From an optimization exercise on the open Yosys and OpenROAD flow, aimed at small area and a short achievable clock period; shortcuts taken in it are not production practice. Function was checked by simulation only, so behaviour that the tests miss may differ from the original. Power is estimated from default activity; no workload was simulated.

## flow/design.v (module list and top-level ports; edited modules follow where they fit)
// module rv_shift: 26 lines
// module rv_aoi222: 3 lines
// module rv_aoi22: 3 lines
// module rv_aoi21: 3 lines
// module rv_oai21: 3 lines
// module rv_oai22: 3 lines
// module rv_nand2: 3 lines
// module rv_nand3: 3 lines
// module rv_nand4: 3 lines
// module rv_nor2: 3 lines
// module rv_nor3: 3 lines
// module rv_or3: 3 lines
// module rv_nor2b: 3 lines
// module rv_nand2b: 3 lines
// module rv_xor2: 3 lines
// module rv_xnor2: 3 lines
// module rv_inv: 3 lines
// module rv_mux2i: 3 lines
// module rv_maj3: 3 lines
// module rv_o21bai: 3 lines
// module rv_a2bb2oi: 3 lines
// module rv_taken: 10 lines
// module rv_ltsel: 10 lines
// module rv_add64: 1523 lines
// module rv_g0: 3 lines
// module rv_cmp64: 455 lines
// module rv_cmpl0: 4 lines
// module rv_pcinc: 6 lines
// module rv_rdport: 49 lines
// module rvcpu: 169 lines
module rvcpu (
  input  wire          clk,
  input  wire          rst,
  input  wire [31 : 0] inst,
  output wire [63 : 0] inst_addr,
  output wire          inst_ena,
  output wire          wb_ena,
  output wire [4 : 0]  wb_addr,
  output wire [63 : 0] wb_data
);
  // ...
==> flow/flow/run.sh <==
#!/bin/bash
# Layout flow: the standard flow (standard.sh: ORFS from synthesis to
# finish, with config.mk's settings) with two changes:
#  - timing repair aims at 5.5 ns of setup slack (SETUP_SLACK_MARGIN);
#  - at the end of global routing, post_grt.tcl recovers area: cells off the
#    critical paths get smaller drive strengths while the worst setup slack is
#    kept (downsize.tcl, with the load limits in caplimits.tcl).
# ORFS writes each step's log under orfs/logs; standard.sh's own output goes
# to standard.log here.
set -euo pipefail
export SETUP_SLACK_MARGIN=5.5
export POST_GLOBAL_ROUTE_TCL="$PWD/flow/post_grt.tcl"
bash standard.sh > standard.log 2>&1
==> flow/flow/caplimits.tcl <==
# max_capacitance (pF) of the output pin of the cells downsize.tcl may use,
# from sky130_fd_sc_hd__tt_025C_1v80.lib
array set ::ds_maxcap {
 a2111o_1 0.1758
 a2111o_2 0.3241
 a2111o_4 0.5356
 a2111oi_0 0.02107
 a2111oi_1 0.03114
 a2111oi_2 0.05677
 a2111oi_4 0.1053
 a211o_1 0.1767
 a211o_2 0.325
 a211o_4 0.5594
 a211oi_1 0.04762
 a211oi_2 0.08882
 a211oi_4 0.1419
 a21bo_1 0.1831
 a21bo_2 0.2884
 a21bo_4 0.4752
 a21boi_0 0.04853
 a21boi_1 0.076
 a21boi_2 0.1291
 a21boi_4 0.2152
 a21o_1 0.1776
 a21o_2 0.3095
 a21o_4 0.5686
 a21oi_1 0.07417
 a21oi_2 0.1282
 a21oi_4 0.2216
 a221o_1 0.1584
 a221o_2 0.2994
 a221o_4 0.5374
 a221oi_1 0.05494
 a221oi_2 0.09614
 a221oi_4 0.1666
 a222oi_1 0.06593
 a22o_1 0.1593
 a22o_2 0.3012
 a22o_4 0.5566
 a22oi_1 0.08882
 a22oi_2 0.1703
 a22oi_4 0.2939
 a2bb2o_1 0.1584
 a2bb2o_2 0.3003
 a2bb2o_4 0.5026
 a2bb2oi_1 0.06959
 a2bb2oi_2 0.13
 a2bb2oi_4 0.2261
 a311o_1 0.1428
 a311o_2 0.2985
 a311o_4 0.4532
 a311oi_1 0.04396
 a311oi_2 0.08424
 a311oi_4 0.1337
 a31o_1 0.1602
 a31o_2 0.2719
 a31o_4 0.499
 a31oi_1 0.06593
 a31oi_2 0.1181
 a31oi_4 0.2115
 a32o_1 0.1511
 a32o_2 0.2646
 a32o_4 0.5365
 a32oi_1 0.08515
 a32oi_2 0.1557
 a32oi_4 0.2518
 a41o_1 0.1657
 a41o_2 0.325
 a41o_4 0.5603
 a41oi_1 0.06593
 a41oi_2 0.1245
 a41oi_4 0.1941
 and2_0 0.109
 and2_1 0.1584
 and2_2 0.303
 and2_4 0.5393
 and2b_1 0.1694
 and2b_2 0.3104
 and2b_4 0.4688
 and3_1 0.1575
 and3_2 0.3095
 and3_4 0.5328
 and3b_1 0.1575
 and3b_2 0.3095
 and3b_4 0.4605
 and4_1 0.1611
 and4_2 0.3003
 and4_4 0.5319
 and4b_1 0.1557
 and4b_2 0.2976
 and4b_4 0.4633
 and4bb_1 0.1566
 and4bb_2 0.2701
 and4bb_4 0.4614
 buf_1 0.13
 buf_12 5
 buf_16 5
 buf_2 0.3159
 buf_4 0.5612
 buf_6 0.7855
 buf_8 5
 bufbuf_16 1.494
 bufbuf_8 0.9412
 bufinv_16 1.51
 bufinv_8 0.9421
 clkdlybuf4s15_1 0.1602
 clkdlybuf4s15_2 0.2802
 clkdlybuf4s18_1 0.1602
 clkdlybuf4s18_2 0.2976
 clkdlybuf4s25_1 0.152
 clkdlybuf4s25_2 0.2985
 clkdlybuf4s50_1 0.1566
 clkdlybuf4s50_2 0.293
 fa_1 0.1557
 fa_2 0.2884
 fa_4 0.5191
 fah_1 0.1611
 fahcin_1 0.07142
 fahcon_1 0.06867
 ha_1 0.1575
 ha_2 0.2957
 ha_4 0.5237
 inv_1 0.1813
 inv_12 1.417
 inv_16 1.682
 inv_2 0.3314
 inv_4 0.5631
 inv_6 0.7828
 inv_8 1.035
 maj3_1 0.1557
 maj3_2 0.3049
 maj3_4 0.5347
 mux2_1 0.173
 mux2_2 0.2976
 mux2_4 0.5365
 mux2_8 0.9311
 mux2i_1 0.06867
 mux2i_2 0.108
 mux2i_4 0.1904
 mux4_1 0.1611
 mux4_2 0.3012
 mux4_4 0.5484
 nand2_1 0.1666
 nand2_2 0.2957
 nand2_4 0.5301
 nand2_8 0.9338
 nand2b_1 0.1502
 nand2b_2 0.2857
 nand2b_4 0.5219
 nand3_1 0.1465
 nand3_2 0.26
 nand3_4 0.4697
 nand3b_1 0.1437
 nand3b_2 0.2637
 nand3b_4 0.4797
 nand4_1 0.1245
 nand4_2 0.2005
 nand4_4 0.358
 nand4b_1 0.1245
 nand4b_2 0.2005
 nand4b_4 0.3644
 nand4bb_1 0.1236
 nand4bb_2 0.2005
 nand4bb_4 0.3562
 nor2_1 0.08607
 nor2_2 0.1419
 nor2_4 0.2518
 nor2_8 0.4331
 nor2b_1 0.08241
 nor2b_2 0.1428
 nor2b_4 0.2545
 nor3_1 0.05219
 nor3_2 0.09248
 nor3_4 0.1538
 nor3b_1 0.04945
 nor3b_2 0.09339
 nor3b_4 0.1465
 nor4_1 0.03663
 nor4_2 0.0641
 nor4_4 0.1126
 nor4b_1 0.03388
 nor4b_2 0.06501
 nor4b_4 0.1135
 nor4bb_1 0.03663
 nor4bb_2 0.06044
 nor4bb_4 0.1117
 o2111a_1 0.1611
 o2111a_2 0.2994
 o2111a_4 0.5512
 o2111ai_1 0.07142
 o2111ai_2 0.1291
 o2111ai_4 0.2152
 o211a_1 0.1831
 o211a_2 0.2683
 o211a_4 0.509
 o211ai_1 0.07417
 o211ai_2 0.1337
 o211ai_4 0.2152
 o21a_1 0.163
 o21a_2 0.2948
 o21a_4 0.51
 o21ai_0 0.05036
 o21ai_1 0.08058
 o21ai_2 0.1392
 o21ai_4 0.2243
 o21ba_1 0.1566
 o21ba_2 0.2646
 o21ba_4 0.4523
 o21bai_1 0.07783
 o21bai_2 0.1401
 o21bai_4 0.2454
 o221a_1 0.1529
 o221a_2 0.2811
 o221a_4 0.488
 o221ai_1 0.07051
 o221ai_2 0.1282
 o221ai_4 0.2161
 o22a_1 0.1621
 o22a_2 0.3049
 o22a_4 0.5301
 o22ai_1 0.07325
 o22ai_2 0.1373
 o22ai_4 0.217
 o2bb2a_1 0.1566
 o2bb2a_2 0.2948
 o2bb2a_4 0.4971
 o2bb2ai_1 0.076
 o2bb2ai_2 0.1346
 o2bb2ai_4 0.2463
 o311a_1 0.1557
 o311a_2 0.2939
 o311a_4 0.5393
 o311ai_0 0.02931
 o311ai_1 0.04579
 o311ai_2 0.08241
 o311ai_4 0.1428
 o31a_1 0.1492
 o31a_2 0.2857
 o31a_4 0.5447
 o31ai_1 0.04762
 o31ai_2 0.08058
 o31ai_4 0.1447
 o32a_1 0.1502
 o32a_2 0.3003
 o32a_4 0.5566
 o32ai_1 0.0467
 o32ai_2 0.08882
 o32ai_4 0.1538
 o41a_1 0.1474
 o41a_2 0.3058
 o41a_4 0.5447
 o41ai_1 0.03388
 o41ai_2 0.06227
 o41ai_4 0.109
 or2_0 0.1007
 or2_1 0.1648
 or2_2 0.2994
 or2_4 0.5145
 or2b_1 0.1694
 or2b_2 0.3122
 or2b_4 0.5155
 or3_1 0.1676
 or3_2 0.3104
 or3_4 0.5319
 or3b_1 0.1676
 or3b_2 0.2692
 or3b_4 0.4697
 or4_1 0.1676
 or4_2 0.3104
 or4_4 0.5347
 or4b_1 0.1676
 or4b_2 0.2655
 or4b_4 0.5338
 or4bb_1 0.1676
 or4bb_2 0.3122
 or4bb_4 0.5328
 sdlclkp_1 0.1547
 sdlclkp_2 0.3012
 sdlclkp_4 0.5328
 sedfxbp_1 0.1685
 sedfxbp_2 0.3012
 sedfxtp_1 0.1712
 sedfxtp_2 0.3159
 sedfxtp_4 0.5603
 xnor2_1 0.06959
 xnor2_2 0.1218
 xnor2_4 0.2115
 xnor3_1 0.1547
 xnor3_2 0.3012
 xnor3_4 0.5548
 xor2_1 0.07691
 xor2_2 0.13
 xor2_4 0.2197
 xor3_1 0.1511
 xor3_2 0.2857
 xor3_4 0.5063
}
==> flow/flow/downsize.tcl <==
proc ds_log {msg} { puts "DOWNSIZE: $msg" }
source [file join [file dirname [info script]] caplimits.tcl]
array set ::ds_fam {}
set ds_dont_use {}
if {[info exists ::env(DONT_USE_CELLS)]} { set ds_dont_use $::env(DONT_USE_CELLS) }
foreach lc [get_lib_cells */*] {
  set n [get_name $lc]
  if {[lsearch -exact $ds_dont_use $n] >= 0} continue
  if {![regexp {^(sky130_fd_sc_hd__[a-z0-9]+)_([0-9]+)$} $n -> fam sz]} continue
  if {[regexp {^sky130_fd_sc_hd__(df|edf|sdf|dl|clk|tap|fill|decap|conb|probe|lpflow|dly|ebuf|einv)} $fam]} continue
  lappend ::ds_fam($fam) [list [get_property $lc area] $n]
}
foreach f [array names ::ds_fam] { set ::ds_fam($f) [lsort -real -index 0 -unique $::ds_fam($f)] }
# the port buffers the flow inserts (clkdlybuf4s*) may become plain buffers
foreach lc [get_lib_cells */sky130_fd_sc_hd__clkdlybuf4s*] {
  if {[regexp {^(sky130_fd_sc_hd__clkdlybuf4s[0-9]+)_([0-9]+)$} [get_name $lc] -> fam sz]} {
    set ::ds_fam($fam) $::ds_fam(sky130_fd_sc_hd__buf)
  }
}
set ::ds_margin 0.3
if {[info exists ::env(DS_MARGIN)]} { set ::ds_margin $::env(DS_MARGIN) }
set ::ds_scene [sta::cmd_scene]
set ::ds_guard 0.15
if {[info exists ::env(DS_GUARD)]} { set ::ds_guard $::env(DS_GUARD) }

proc ds_est {} { estimate_parasitics -global_routing }
proc ds_viol {} { return [expr {[sta::max_slew_violation_count] + [sta::max_capacitance_violation_count]}] }
# does instance name (now of master ref) keep the margin to its limits?
proc ds_ok_limits {name ref} {
  global ds_maxcap ds_margin ds_scene
  set key [string range $ref 17 end]
  if {![info exists ds_maxcap($key)]} { return 0 }
  foreach p [get_pins -of_objects [get_cells $name] -filter "direction == output"] {
    set n [get_nets -quiet -of_objects $p]
    if {$n eq ""} continue
    set cap [expr {[$n capacitance $ds_scene max] * 1e12}]
    if {$cap > (1.0 - $ds_margin) * $ds_maxcap($key)} { return 0 }
    foreach q [get_pins -of_objects $n] {
      set sl [get_property $q slew_max]
      if {$sl ne "" && $sl > (1.0 - $ds_margin) * 1.5} { return 0 }
    }
  }
  return 1
}
# worst setup slack at the outputs of instance name
proc ds_slack {name} {
  set s 1e9
  foreach p [get_pins -of_objects [get_cells $name] -filter "direction == output"] {
    set ps [get_property $p slack_max]
    if {$ps ne "" && $ps < $s} { set s $ps }
  }
  return $s
}
# changes: list of {name old new}
proc ds_apply {changes} { foreach c $changes { replace_cell [lindex $c 0] [lindex $c 2] } }
proc ds_revert {changes} { foreach c $changes { replace_cell [lindex $c 0] [lindex $c 1] } }
proc ds_judge {changes} {
  global ds_floor ds_v0
  ds_apply $changes
  ds_est
  set ok [expr {[worst_slack -max] >= $ds_floor && [ds_viol] <= $ds_v0}]
  if {$ok} {
    foreach c $changes {
      if {![ds_ok_limits [lindex $c 0] [lindex $c 2]] || [ds_slack [lindex $c 0]] < $ds_floor + $::ds_guard} { set ok 0; break }
    }
  }
  if {!$ok} { ds_revert $changes; ds_est }
  return $ok
}
proc ds_try {changes} {
  global ds_accepted ds_tests
  if {[llength $changes] == 0} return
  incr ds_tests
  if {[ds_judge $changes]} { lappend ds_accepted {*}$changes; return }
  if {[llength $changes] == 1} return
  set h [expr {[llength $changes] / 2}]
  ds_try [lrange $changes 0 [expr {$h - 1}]]
  ds_try [lrange $changes $h end]
}

ds_est
set wns0 [worst_slack -max]
set ::ds_floor $wns0
set ::ds_v0 [ds_viol]
ds_log "start wns $wns0 slew/cap violations $::ds_v0"
set t0 [clock milliseconds]
set ::ds_accepted {}
set ::ds_tests 0
# two rounds: first to the smallest size, then to the next smaller size
foreach round {0 1} {
  set cands {}
  foreach c [get_cells *] {
    set ref [get_property $c ref_name]
    if {![regexp {^(sky130_fd_sc_hd__[a-z0-9]+)_([0-9]+)$} $ref -> fam sz]} continue
    if {![info exists ::ds_fam($fam)]} continue
    set a [get_property [get_lib_cells */$ref] area]
    set smaller {}
    foreach o $::ds_fam($fam) { if {[lindex $o 0] < $a} { lappend smaller [lindex $o 1] } }
    if {[llength $smaller] == 0} continue
    set dbi [[ord::get_db_block] findInst [get_full_name $c]]
    if {$dbi eq "NULL"} continue
    set onclk 0
    foreach it [$dbi getITerms] {
      set nt [$it getNet]
      if {$nt ne "NULL" && [$nt getSigType] eq "CLOCK"} { set onclk 1 }
    }
    if {$onclk} continue
    set s 1e9
    foreach p [get_pins -of_objects $c -filter "direction == output"] {
      set ps [get_property $p slack_max]
      if {$ps ne "" && $ps < $s} { set s $ps }
    }
    if {$s < $::ds_floor + $::ds_guard + 0.02} continue
    # sizes whose load limit keeps the margin (the load does not depend on the size)
    set capok {}
    set cap 0.0
    foreach p [get_pins -of_objects $c -filter "direction == output"] {
      set n [get_nets -quiet -of_objects $p]
      if {$n ne ""} { set cap [expr {max($cap, [$n capacitance $::ds_scene max] * 1e12)}] }
    }
    foreach o $smaller {
      set key [string range $o 17 end]
      if {[info exists ::ds_maxcap($key)] && $cap <= (1.0 - $::ds_margin) * $::ds_maxcap($key)} { lappend capok $o }
    }
    if {[llength $capok] == 0} continue
    set new [expr {$round == 0 ? [lindex $capok 0] : [lindex $capok end]}]
    lappend cands [list $s [get_full_name $c] $ref $new]
  }
  set cands [lsort -real -decreasing -index 0 $cands]
  # quick look at each change alone (the parasitics of the nets it touches are
  # then only estimated, so this only sorts out hopeless changes)
  set changes {}
  foreach cd $cands {
    lassign $cd s name ref new
    replace_cell $name $new
    set good [expr {[worst_slack -max] >= $::ds_floor && [ds_viol] <= $::ds_v0 && [ds_ok_limits $name $new] && [ds_slack $name] >= $::ds_floor + $::ds_guard}]
    replace_cell $name $ref
    if {$good} { lappend changes [list $name $ref $new] }
  }
  ds_est
  ds_log "round $round: [llength $changes] candidates"
  set B 256
  for {set i 0} {$i < [llength $changes]} {incr i $B} {
    ds_try [lrange $changes $i [expr {$i + $B - 1}]]
  }
  ds_log "round $round: [llength $::ds_accepted] changes kept after $::ds_tests tests, [expr {([clock milliseconds]-$t0)/1000}] s"
}
set saved 0.0
foreach c $::ds_accepted {
  set saved [expr {$saved + [get_property [get_lib_cells */[lindex $c 1]] area] - [get_property [get_lib_cells */[lindex $c 2]] area]}]
}
ds_est
ds_log "changed [llength $::ds_accepted] cells, saved [format %.1f $saved] um2; wns [worst_slack -max]"
==> flow/flow/post_grt.tcl <==
# after global routing and its timing repair: recover area, reroute the
# changed nets and rewrite the route guides
log_cmd global_route -start_incremental
source [file join [file dirname [info script]] downsize.tcl]
log_cmd global_route -end_incremental
log_cmd estimate_parasitics -global_routing
report_worst_slack -max
report_check_types -max_slew -max_capacitance -violators
write_guides $::env(RESULTS_DIR)/route.guide
==> flow/standard.sh <==
#!/bin/bash
# synth_recipe.tcl (not shown) runs the flow's synth.tcl, then flattens the netlist and writes it again
# the make line also repeats each setting of config.mk as NAME=value (left out here)
make -C /OpenROAD-flow-scripts/flow DESIGN_CONFIG=/design/flow/config.mk WORK_HOME=/design/flow/orfs CLKGATE_MAP_FILE= SYNTH_SCRIPT=/design/flow/synth_recipe.tcl "${@:-finish}"
==> flow/config.mk <==
export PLATFORM = sky130hd
export DESIGN_NAME = rvcpu
export DESIGN_NICKNAME = rvcpu
export VERILOG_FILES = /design/flow/design.v
export SDC_FILE = /design/flow/constraint.sdc
export NUM_CORES = 8
export LEC_CHECK = 0
export CAP_MARGIN = 35
export CORE_MARGIN = 2
export CORE_UTILIZATION = 55
export CTS_CLUSTER_DIAMETER = 80
export CTS_CLUSTER_SIZE = 20
export SLEW_MARGIN = 35
export SYNTH_HIERARCHICAL = 1
==> flow/constraint.sdc <==
create_clock -name core_clock -period 12.0 [get_ports {clk}]
set_input_delay 2.4000 -clock core_clock [delete_from_list [all_inputs] [get_ports {clk}]]
set_output_delay 2.4000 -clock core_clock [all_outputs]
set_load 0.01 [all_outputs]
==> run_results.csv, run 1 <==
group,metric,value,unit
global_routing,antenna_found_initial,29,
sta,finalSetupViolations,0,
cells_and_area,nNonClkBuffers,1060,
cells_and_area,drive_gt1_share,18.51,%
die,rows,158,
global_routing,grtUsageTotal,52.62,%
detailed_routing,viasPerCell,8.347,
worst_setup_path,reg2reg_depth,21,
power,comb_power_share,25.2,%
clock_network,cts_setup_buffers,303,
detailed_routing,wl_met2,218.1,mm
outcome,outcome,"complete, no violations",
worst_setup_path,critPathArrivalTime,7.88,ns
global_routing,met3_usage,26.03,%
placement,placed_cells,10310,
cells_and_area,reg_top3,"gr.r x1984, pc x64, wb_data_q x64",
worst_setup_path,regToRegSetupSlack,6.61,ns
sta,relSlewSlack,22.09,%
hold_path,hold_class,"flip-flop to flip-flop",
power,power_density,170.1,nW/µm²
worst_setup_path,crit_type,"input port to flip-flop",
yosys,syn_nets,7348,
yosys,synthCells,7313,
placement,gp_congestion,1.042,
cells_and_area,area_growth,16.00,%
cells_and_area,nMultiInputCombCells,4998,
die,die_h,436.3,µm
sta,finalSetupTns,0,ns
sta,period_minus_slack,7.076,ns
power,power_leader,"registers",
power,swShare,35.10,%
detailed_routing,drtIter0Drc,24320,
cells_and_area,layout_commonest_cell,"edfxtp_1",
detailed_routing,m1WireLength,160.9,mm
worst_setup_path,cp-end-kind,"flip-flop",
==> module rv_rdport, before the edit <==
module rv_rdport (
  input  wire [4:0]    a,
  input  wire [1983:0] d,      
  input  wire [31:1]   pend,   
  input  wire          wb_ena,
  input  wire [4:0]    wb_addr,
  input  wire [63:0]   wb_data,
  output wire [63:0]   qn
);
  wire [4:0]  an;
  wire [7:0]  hn;
  wire [31:0] s;
  wire [31:1] npend = ~pend;
  wire [4:0]  x;
  wire        sb, sbh, sbl;
  genvar k, i, j;
  generate
    for (k = 0; k < 5; k = k + 1) begin : lit
      rv_inv   ui (.a(a[k]), .y(an[k]));
      rv_xnor2 ux (.a(a[k]), .b(wb_addr[k]), .y(x[k]));
    end
    for (k = 0; k < 8; k = k + 1) begin : hi
      rv_nand3 u (.a(k[2] ? a[4] : an[4]), .b(k[1] ? a[3] : an[3]), .c(k[0] ? a[2] : an[2]), .y(hn[k]));
    end
    assign s[0] = 1'b0;
    for (k = 1; k < 32; k = k + 1) begin : dec
      wire ln;
      rv_nand3 ul (.a(k[1] ? a[1] : an[1]), .b(k[0] ? a[0] : an[0]), .c(npend[k]), .y(ln));
      rv_nor2  us (.a(hn[k >> 2]), .b(ln), .y(s[k]));
    end
    rv_nand3 ubh (.a(x[4]), .b(x[3]), .c(x[2]), .y(sbh));
    rv_nand3 ubl (.a(x[1]), .b(x[0]), .c(wb_ena), .y(sbl));
    rv_nor2  ubs (.a(sbh), .b(sbl), .y(sb));
    for (i = 0; i < 64; i = i + 1) begin : bt
      wire [10:0] y;
      for (j = 0; j < 10; j = j + 1) begin : grp
        rv_aoi222 u (.a1(s[3*j+1]), .a2(d[(3*j)*64 + i]),
                     .b1(s[3*j+2]), .b2(d[(3*j+1)*64 + i]),
                     .c1(s[3*j+3]), .c2(d[(3*j+2)*64 + i]), .y(y[j]));
      end
      rv_aoi22 u31 (.a1(s[31]), .a2(d[30*64 + i]), .b1(sb), .b2(wb_data[i]), .y(y[10]));
      wire h0, h1, h2;
      rv_nand4 n0 (.a(y[0]), .b(y[1]), .c(y[2]), .d(y[3]), .y(h0));
      rv_nand4 n1 (.a(y[4]), .b(y[5]), .c(y[6]), .d(y[7]), .y(h1));
      rv_nand3 n2 (.a(y[8]), .b(y[9]), .c(y[10]), .y(h2));
      rv_nor3 o (.a(h0), .b(h1), .c(h2), .y(qn[i]));
    end
  endgenerate
endmodule
==> run 2: changes to the inputs <==
--- a/flow/design.v
+++ b/flow/design.v
@@ -2109,6 +2109,6 @@
   wire [7:0]  hn;
-  wire [31:0] s;
+  wire [31:0] s, s2;
   wire [31:1] npend = ~pend;
   wire [4:0]  x;
-  wire        sb, sbh, sbl;
+  wire        sb, sb2, sbh, sbl;
   genvar k, i, j;
@@ -2123,2 +2123,3 @@
     assign s[0] = 1'b0;
+    assign s2[0] = 1'b0;
     for (k = 1; k < 32; k = k + 1) begin : dec
@@ -2127,2 +2128,3 @@
       rv_nor2  us (.a(hn[k >> 2]), .b(ln), .y(s[k]));
+      rv_nor2  us2 (.a(hn[k >> 2]), .b(ln), .y(s2[k]));
     end
@@ -2131,10 +2133,13 @@
     rv_nor2  ubs (.a(sbh), .b(sbl), .y(sb));
+    rv_nor2  ubs2 (.a(sbh), .b(sbl), .y(sb2));
     for (i = 0; i < 64; i = i + 1) begin : bt
       wire [10:0] y;
+      wire [31:0] ss = (i < 32) ? s : s2;
+      wire        sbb = (i < 32) ? sb : sb2;
       for (j = 0; j < 10; j = j + 1) begin : grp
-        rv_aoi222 u (.a1(s[3*j+1]), .a2(d[(3*j)*64 + i]),
-                     .b1(s[3*j+2]), .b2(d[(3*j+1)*64 + i]),
-                     .c1(s[3*j+3]), .c2(d[(3*j+2)*64 + i]), .y(y[j]));
+        rv_aoi222 u (.a1(ss[3*j+1]), .a2(d[(3*j)*64 + i]),
+                     .b1(ss[3*j+2]), .b2(d[(3*j+1)*64 + i]),
+                     .c1(ss[3*j+3]), .c2(d[(3*j+2)*64 + i]), .y(y[j]));
       end
-      rv_aoi22 u31 (.a1(s[31]), .a2(d[30*64 + i]), .b1(sb), .b2(wb_data[i]), .y(y[10]));
+      rv_aoi22 u31 (.a1(ss[31]), .a2(d[30*64 + i]), .b1(sbb), .b2(wb_data[i]), .y(y[10]));
       wire h0, h1, h2;
==> run 2 against run 1 <==
Against the previous run:
- still clean
- setup slack better by 0.24 ns
- via count is 4.1% lower
- final cell count is 0.36% higher
- routed wire length shrank 11%
- critical path depth shrank 1
- core utilization rose by 1.5 points
- non-clock buffer count is 43 higher
- area after synthesis grew 0.23%
- sequential power about the same
- total power shrank 0.88%
- clock skew down 0.034 ns
- register-to-register slack improved by 0.07 ns
- largest power group unchanged
==> run_results.csv, run 2 <==
group,metric,value,unit
outcome,outcome,"complete, no violations",
cells_and_area,final_cell_mix,"edfxtp_1 (1984), a222oi_1 (1280), buf_4 (477), mux2i_1 (445), nand2_1 (431)",
worst_setup_path,timing.rr.start,"pend[16]",
die,coreArea,185800,µm²
die,die-area,190800,µm²
clock_network,cts_setup_buffers,389,
clock_network,clk_latency,0.85,ns
detailed_routing,drtIter0Drc,21130,
die,fp.dieW,436.9,µm
placement,post-place-ws,1.915,ns
yosys,synthCells,7377,
cells_and_area,drive_gt1_share,23.66,%
hold_path,hold_end,"gr[31].r[5]",
sta,finalSetupTns,0,ns
job,cap_violations,0,
placement,portBuffers,166,
sta,relSlewSlack,31.14,%
sta,period_minus_slack,6.833,ns
global_routing,grt-ovfl-total,0,
power,power_frac_seq,50.5,%
power,p_int,13.25,mW
yosys,avgSynthCellArea,13.97,µm²
cells_and_area,layout_commonest_cell,"edfxtp_1",
clock_network,cts.sinks,2149,
placement,gp_congestion,1.055,
detailed_routing,post_drt_wl_per_cell,42.59,µm
global_routing,antenna_found_initial,16,
clock_network,clk_path_buf_depth,3,
sta,timing.final.crit_share,56.94,%
power,leakagePower,42.72,nW
hold_path,min-delay-start,"wb_data_q[5]",
sta,fmax,146.4,MHz
cells_and_area,largest_register_ffs,1984,
global_routing,grt_pass1_wl,631.1,mm
detailed_routing,wl,472.9,mm
die,rows,158,
clock_network,root_buffer,"clkbuf_16",
detailed_routing,dr.pass1.iters,14,
detailed_routing,num_vias,88530,
cells_and_area,area_growth,18.62,%
sta,finalSetupViolations,0,
worst_setup_path,cp-start-kind,"input port",
sta,hold_viol,0,
power,swShare,34.12,%
global_routing,grt_max_degree,80,
die,ioPinCount,169,
cells_and_area,nets,8606,
yosys,netlist_area,103000,µm²
worst_setup_path,crit_type,"input port to flip-flop",
clock_network,ctsResizeCount,454,
yosys,syn_nets,7412,
cells_and_area,design_area,122200,µm²
detailed_routing,ant_nets,0,
power,ir_drop,0.0001622,V
global_routing,grtUsageTotal,47.12,%
sta,slew_violations,0,
yosys,yosys_warnings,8,
worst_setup_path,worstPathMaxFanout,32,
cells_and_area,reg_top3,"gr.r x1984, pc x64, wb_data_q x64",
worst_setup_path,reg2reg_depth,19,
clock_network,cts-hold-fix-buffers,0,
hold_path,hold_class,"flip-flop to flip-flop",
sta,setup_ws,5.167,ns
power,p_total,20.11,mW
placement,dp_hpwl,301.4,mm
hold_path,holdPathStages,1,
die,initial_core_util,55.45,%
worst_setup_path,cp-end-kind,"flip-flop",
global_routing,grt_pass1_vias,81060,
clock_network,cts.reportedPaths.clkPinSlew,0.08,ns
worst_setup_path,regToRegSetupSlack,6.68,ns
sta,fin_skew,0.03346,ns
worst_setup_path,worst_r2r_endpoint,"pc[39]",
detailed_routing,drc,0,
die,die_h,436.9,µm
power,p_switching,6.862,mW
power,power_density,164.5,nW/µm²
clock_network,cts_inserted_buffers,133,
placement,placed_area,111900,µm²
clock_network,cts-htree-levels,4,
sta,holdWs,0.6966,ns
sta,tightest_slew,1.033,ns
power,p_clk_share,23.4,%
detailed_routing,viasPerCell,7.974,
clock_network,cts_tree,"built",
power,comb_power_share,26.1,%
worst_setup_path,critPathArrivalTime,7.62,ns
cells_and_area,regMostFlops,"gr.r",
worst_setup_path,cp_data_required_time,12.79,ns
==> run 2: cell types whose count changed in the layout (fill, tap and decap cells not counted), moves of 48 or more <==
cell	delta
buf_4	+241
buf_2	-135
nand2_1	-78
buf_1	-50
nor2_4	+49
nand3_1	-48
==> run 2: layout make-up <==
class / instances / area [µm²]
Timing Repair Buffer: 1103 / 9593
Fill cell: 13960 / 63590
Clock buffer: 156 / 3531
Multi-Input combinational cell: 5072 / 42320
Tap cell: 2480 / 3103
Inverter: 112 / 478.0
Clock inverter: 25 / 317.8
Sequential cell: 2149 / 62880
Antenna cell: 6 / 15.01
==> run 2: through the flow <==
step	instances	utilization [%]
6_report	11100	65.78
4_1_cts	10900	65.58
3_5_place_dp	10310	60.21
3_3_place_gp	10300	59.93
2_1_floorplan	7377	-
==> run 2: how the worst max path moves through the flow <==
stage,start,to,cells after the start
CTS,inst[16],pc[16],24
global placement,inst[19],pc[49],17
finish,inst[20],pc[39],21
floorplan,inst[5],wb_data_q[0],7
detailed placement,inst[23],wb_data_q[56],22
==> run 2: power groups by stage <==
| stage | clock network [mW] | registers (mW) | logic (mW) |
|---|---|---|---|
| after detailed placement | 0 | 10.3 | 4.33 |
| after CTS | 4.68 | 10.1 | 4.84 |
| final | 4.70 | 10.2 | 5.26 |
| after floorplan | 0 | 10.1 | 2.28 |
| after global placement | 0 | 10.2 | 4.25 |
==> run 2: per-layer routing <==
metal	part of all wire, %	wire [µm]	vias to the layer above	GRT usage (%)
met1	33	155900	43770	60.73
met4	7.6	35980	14	27.02
met5	0.027	130	-	0.07560
met2	41	194500	8587	66.52
li1	-	-	34610	-
met3	18	86380	1549	19.94
==> run 2: worst max-delay path, cell delays in order <==
cell	delay (ns)
buf_4	0.16
clkinvlp_4	0.11
buf_12	0.16
nand3_2	0.15
nor2_4	0.07
buf_12	0.18
a222oi_1	0.43
nand4_1	0.62
nor3_4	0.33
buf_6	0.21
xor2_4	0.15
nor4_4	0.34
nand4_1	0.51
nor4_4	0.62
mux2i_2	0.29
buf_4	0.14
and2_4	0.16
buf_12	0.16
clkbuf_16	0.20
nand2_4	0.05
nand2_2	0.05

==> re-timing with driven ports <==
Ports are ideal in the flow. The routed layouts listed here were re-timed in OpenROAD.
Step 1, drivers: a clkbuf_16 drives clk and a buf_2 each remaining input, both assumed.
Step 2 also shifts input and output timing later by t, the mid clock arrival at the registers, as if the neighbouring blocks saw the same clock.
Slacks: ideal ports / drivers / drivers and shift; pairs: ideal ports / drivers.
run | t, ns | setup slack, ns | worst setup path after step 2
run 1 | 0.936 | 4.924 / 4.985 / 4.048 | input to register
run 2 | 0.932 | 5.167 / 5.183 / 4.250 | input to register
After both steps every run listed still meets setup and hold. The setup slack of run 2, which loses most, moves by +0.016 ns with the drivers and by -0.917 ns with both steps.
